This design comes from an exercise in tuning for small area on the open sky130 flow, not from production work. In this exercise RTL edits were held to simulation tests only and were not proved equivalent to the original.

==> trial 96: inputs <==
==> flow/design.v <==
module ALU_8_BIT (
    input in_clk,
    input in_wdt_rst,
    input [4:0] alu_sel,
    input signed [7:0] in_1,
    input signed [7:0] in_2,
    input in_carry,
    output reg signed [7:0] out_alu,
    output reg zero_flag,
    output reg sign_flag,
    output reg parity_flag,
    output reg overflow_flag,
    output reg carry_flag,
    output reg Auxiliary_Carry_flag
);
reg [15:0] lfsr;
wire all_lo = &lfsr[14:0];
wire out_alu_rst = lfsr[15] & all_lo;
always @(posedge in_clk or posedge in_wdt_rst)
begin
    if (in_wdt_rst)
        lfsr <= 16'h1298;
    else
        lfsr <= {lfsr[14:0], ~(lfsr[15] ^ lfsr[6]) | all_lo};
end
wire [7:0] a = in_1;
wire [7:0] b = in_2;
wire sub = (alu_sel == 5'd2) || (alu_sel[4:2] == 3'b011 && alu_sel[1:0] == 2'b11) || (alu_sel[4:2] == 3'b100);
wire cin = (alu_sel == 5'd1) ? in_carry : sub;
wire [8:0] sum = {1'b0, a} + {1'b0, b ^ {8{sub}}} + {8'b0, cin};
wire eq = (sum[7:0] == 8'd0);
wire lt = (a[7] ^ b[7]) ? a[7] : sum[7];
wire [7:0] pp [0:7];
genvar i;
generate for (i=0;i<8;i=i+1) begin : g
  assign pp[i] = (a << i) & {8{b[i]}};
end endgenerate
wire [7:0] s1 = pp[0] ^ pp[1] ^ pp[2];
wire [7:0] c1 = ((pp[0] & pp[1]) | (pp[0] & pp[2]) | (pp[1] & pp[2])) << 1;
wire [7:0] s2 = pp[3] ^ pp[4] ^ pp[5];
wire [7:0] c2 = ((pp[3] & pp[4]) | (pp[3] & pp[5]) | (pp[4] & pp[5])) << 1;
wire [7:0] s3 = s1 ^ c1 ^ s2;
wire [7:0] c3 = ((s1 & c1) | (s1 & s2) | (c1 & s2)) << 1;
wire [7:0] s4 = c2 ^ pp[6] ^ pp[7];
wire [7:0] c4 = ((c2 & pp[6]) | (c2 & pp[7]) | (pp[6] & pp[7])) << 1;
wire [7:0] s5 = s3 ^ c3 ^ s4;
wire [7:0] c5 = ((s3 & c3) | (s3 & s4) | (c3 & s4)) << 1;
wire [7:0] s6 = s5 ^ c5 ^ c4;
wire [7:0] c6 = ((s5 & c5) | (s5 & c4) | (c5 & c4)) << 1;
wire [7:0] mul = s6 + c6;
wire [7:0] orl;
assign orl[0] = 1'b0;
genvar k;
generate for (k=1;k<8;k=k+1) begin : o
  assign orl[k] = orl[k-1] | a[k-1];
end endgenerate
wire [7:0] A = a ^ ({8{a[7]}} & orl);
wire [7:0] bp = b ^ {8{~b[7]}};
wire dcin = ~b[7];
wire [8:0] hi;  
assign hi[8] = 1'b1;
generate for (k=7;k>=1;k=k-1) begin : h
  assign hi[k] = hi[k+1] & bp[k];
end endgenerate
wire [7:0] q;
genvar gi, j;
generate
    for (gi = 7; gi >= 0; gi = gi - 1) begin : row
        localparam integer W = 8 - gi;
        wire [W-1:0] T;
        wire [W-1:0] R;
        wire [W:0] c;
        wire [W-1:0] S;
        assign c[0] = dcin;
        for (j = 0; j < W; j = j + 1) begin : fa
            assign S[j] = T[j] ^ bp[j] ^ c[j];
            assign c[j+1] = (T[j] & bp[j]) | (T[j] & c[j]) | (bp[j] & c[j]);
        end
        assign q[gi] = hi[W] & c[W];
        assign R = q[gi] ? S : T;
        if (W == 1) begin : t1
            assign T = A[gi];
        end else begin : tn
            assign T = {row[gi+1].R, A[gi]};
        end
    end
endgenerate
wire [7:0] rem = row[0].R;
wire bnz = |b;
wire neg_s = alu_sel[0] ? a[7] : ((a[7] ^ b[7]) & bnz);
wire [7:0] X = alu_sel[0] ? rem : q;
wire [7:0] orx;
assign orx[0] = 1'b0;
generate for (k=1;k<8;k=k+1) begin : ox
  assign orx[k] = orx[k-1] | X[k-1];
end endgenerate
wire [7:0] dv = X ^ ({8{neg_s}} & orx);
wire big = |b[7:3];
wire [7:0] shl = big ? 8'd0 : (a << b[2:0]);
wire [7:0] shr = big ? 8'd0 : (a >> b[2:0]);
wire signed [7:0] sa = a;
wire signed [7:0] sars = sa >>> b[2:0];
wire [7:0] sar = big ? {8{a[7]}} : sars;
reg [7:0] r;
always @(*) begin
    case (alu_sel)
        5'd0, 5'd1, 5'd2: r = sum[7:0];
        5'd3: r = mul;
        5'd4, 5'd5: r = dv;
        5'd6: r = a & b;
        5'd7: r = a | b;
        5'd8: r = a ^ b;
        5'd9: r = ~(a | b);
        5'd12: r = shl;
        5'd13: r = shr;
        5'd14: r = sar;
        5'd15: r = {7'd0, eq};
        5'd16: r = {7'd0, lt};
        5'd17: r = {7'd0, ~(lt | eq)};
        5'd18: r = {7'd0, lt | eq};
        5'd19: r = {7'd0, ~lt};
        5'd20: r = ~a;
        5'd21: r = a;
        5'd22: r = b;
        default: r = 8'd0;
    endcase
end
always @(*) begin
    out_alu = out_alu_rst ? 8'd0 : r;
    zero_flag = ~out_alu_rst & (r == 8'd0);
    sign_flag = out_alu[7];
    parity_flag = ~out_alu_rst & ~^r;
    overflow_flag = ~out_alu_rst & (alu_sel == 5'd0 || alu_sel == 5'd2) & (a[7] == b[7]) & (r[7] != a[7]);
    carry_flag = 1'b0;
    Auxiliary_Carry_flag = 1'b0;
end
endmodule
==> flow/flow/run.sh <==
#!/bin/bash
# Own flow: ORFS synthesis with an area-oriented ABC script (and no adder cells), then the standard flow's
# standard layout with plain buf_1 cells as the port buffers.
set -euo pipefail
W=$PWD
cat flow/abc_override.tcl synth_recipe.tcl > my_synth.tcl
export MY_ABC_SCRIPT=$W/flow/area.abc
bash standard.sh SYNTH_SCRIPT=$W/my_synth.tcl ADDER_MAP_FILE= synth > synth.log 2>&1
bash standard.sh "BUFFER_PORTS_ARGS=-buffer_cell sky130_fd_sc_hd__buf_1" finish > layout.log 2>&1
==> flow/flow/abc_override.tcl <==
# Run Yosys's abc pass with this flow's area-oriented ABC script in place of ORFS's.
proc abc {args} {
  set i [lsearch -exact $args -script]
  if { $i >= 0 && [info exists ::env(MY_ABC_SCRIPT)] } {
    set args [lreplace $args [expr {$i+1}] [expr {$i+1}] $::env(MY_ABC_SCRIPT)]
  }
  yosys abc {*}$args
}
==> flow/flow/area.abc <==
strash
&get -n
&deepsyn -T 30
&put
dch
amap
topo
==> flow/standard.sh <==
#!/bin/bash
# synth_recipe.tcl (not shown) runs the flow's synth.tcl, then flattens the netlist and writes it again
# the make line also repeats each setting of config.mk as NAME=value (left out here)
make -C /OpenROAD-flow-scripts/flow DESIGN_CONFIG=/design/flow/config.mk WORK_HOME=/design/flow/orfs CLKGATE_MAP_FILE= SYNTH_SCRIPT=/design/flow/synth_recipe.tcl "${@:-finish}"
==> flow/config.mk <==
export PLATFORM = sky130hd
export DESIGN_NAME = ALU_8_BIT
export DESIGN_NICKNAME = ALU_8_BIT
export VERILOG_FILES = /design/flow/design.v
export SDC_FILE = /design/flow/constraint.sdc
export NUM_CORES = 4
export LEC_CHECK = 0
export ABC_AREA = 1
export CAP_MARGIN = 20
export CORE_MARGIN = 2
export CORE_UTILIZATION = 40
export CTS_BUF_LIST = sky130_fd_sc_hd__clkbuf_4
export SLEW_MARGIN = 20
==> flow/constraint.sdc <==
create_clock -name core_clock -period 40.0 [get_ports {in_clk}]
set_input_delay 8.0000 -clock core_clock [delete_from_list [all_inputs] [get_ports {in_clk}]]
set_output_delay 8.0000 -clock core_clock [all_outputs]
set_load 0.01 [all_outputs]
==> trial 27: changes against trial 96 <==
==> flow/run.sh (new file) <==
#!/bin/bash
# synth_recipe.tcl (not shown) runs the flow's synth.tcl, then flattens the netlist and writes it again
# the make line also repeats each setting of config.mk as NAME=value (left out here)
make -C /OpenROAD-flow-scripts/flow DESIGN_CONFIG=/design/flow/config.mk WORK_HOME=/design/flow/orfs CLKGATE_MAP_FILE= SYNTH_SCRIPT=/design/flow/synth_recipe.tcl finish
removed: flow/flow/run.sh
removed: flow/flow/abc_override.tcl
removed: flow/flow/area.abc
removed: flow/standard.sh
==> results.cfg <==
[placement]
dp.cells = 946

[grt]
grt_use_met3_pct = 1.36
grt_pass1_vias = 4974

[outcome]
status = timing/DRC/antenna clean

[power]
clkPwrFrac_pct = 5.4
combPwrFrac_pct = 84.2

[timing]
fin_crit_sh_pct = 88.3

[worst_hold_path]
whs_endpoint = lfsr[2]$_DFF_PP0_

[route]
met1_length_mm = 7.22

[cells_and_area]
design_area_um2 = 5650
layout_common_cells = nand2_1, inv_1, nor2_1
multi_input_cells = 587

[worst_setup_path]
startpoint = in_2[7]
# the run above: trial 27

==> results.cfg <==
[placement]
dp.cells = 893
dp_slack_ns = 7.96

[logic_synthesis]
synth_common_cells = nor2_1, a21oi_1, clkinv_1, o21ai_0, nand2_1
yosys_warnings = 1
synthXorXnorAreaFrac_pct = 0.906

[worst_setup_path]
reg2reg_from = lfsr[9]$_DFF_PP1_
startpoint = in_2[1]

[clock_tree]
htreeDepth = 1
cts_tree = done
cts_hold_buf = 0

[cells_and_area]
layout_common_cells = nor2_1, a21oi_1, clkinv_1
design_area_um2 = 4210
multi_input_cells = 632

[timing]
fin_crit_sh_pct = 81.4
hold_ws_ns = 0.370

[outcome]
status = timing/DRC/antenna clean

[power]
clkPwrFrac_pct = 9.3

[grt]
grt_pass1_vias = 4918
grt_use_met3_pct = 3.97
# the run above: trial 96

-- separate check: timing with driven ports --
The results above use ideal ports. As a check the final layouts listed here were re-extracted and re-timed, cells and wires unchanged. Step 1, drivers: a clkbuf_16 drives in_clk and a buf_2 each remaining input, both assumed. Step 2 adds t to the input delays and takes it off the output delays; t is the mean of the earliest and latest rising clock arrival at the registers after step 1. Input paths then give back, and output paths get back, about the clock's delay inside the block. Slacks: ideal ports / drivers / drivers and shift; pairs: ideal ports / drivers.
| run | t (ns) | setup slack, ns | pins driven straight from the clock port |
|---|---|---|---|
| trial 96 | 0.291 | 7.454 / 7.431 / 7.431 | 1 |
| trial 27 | 0.298 | 4.693 / 4.652 / 4.652 | 1 |
After both steps setup and hold are still met in every run listed. The setup slack of trial 27, which loses most, moves by -0.041 ns with the drivers and by -0.041 ns with both steps.
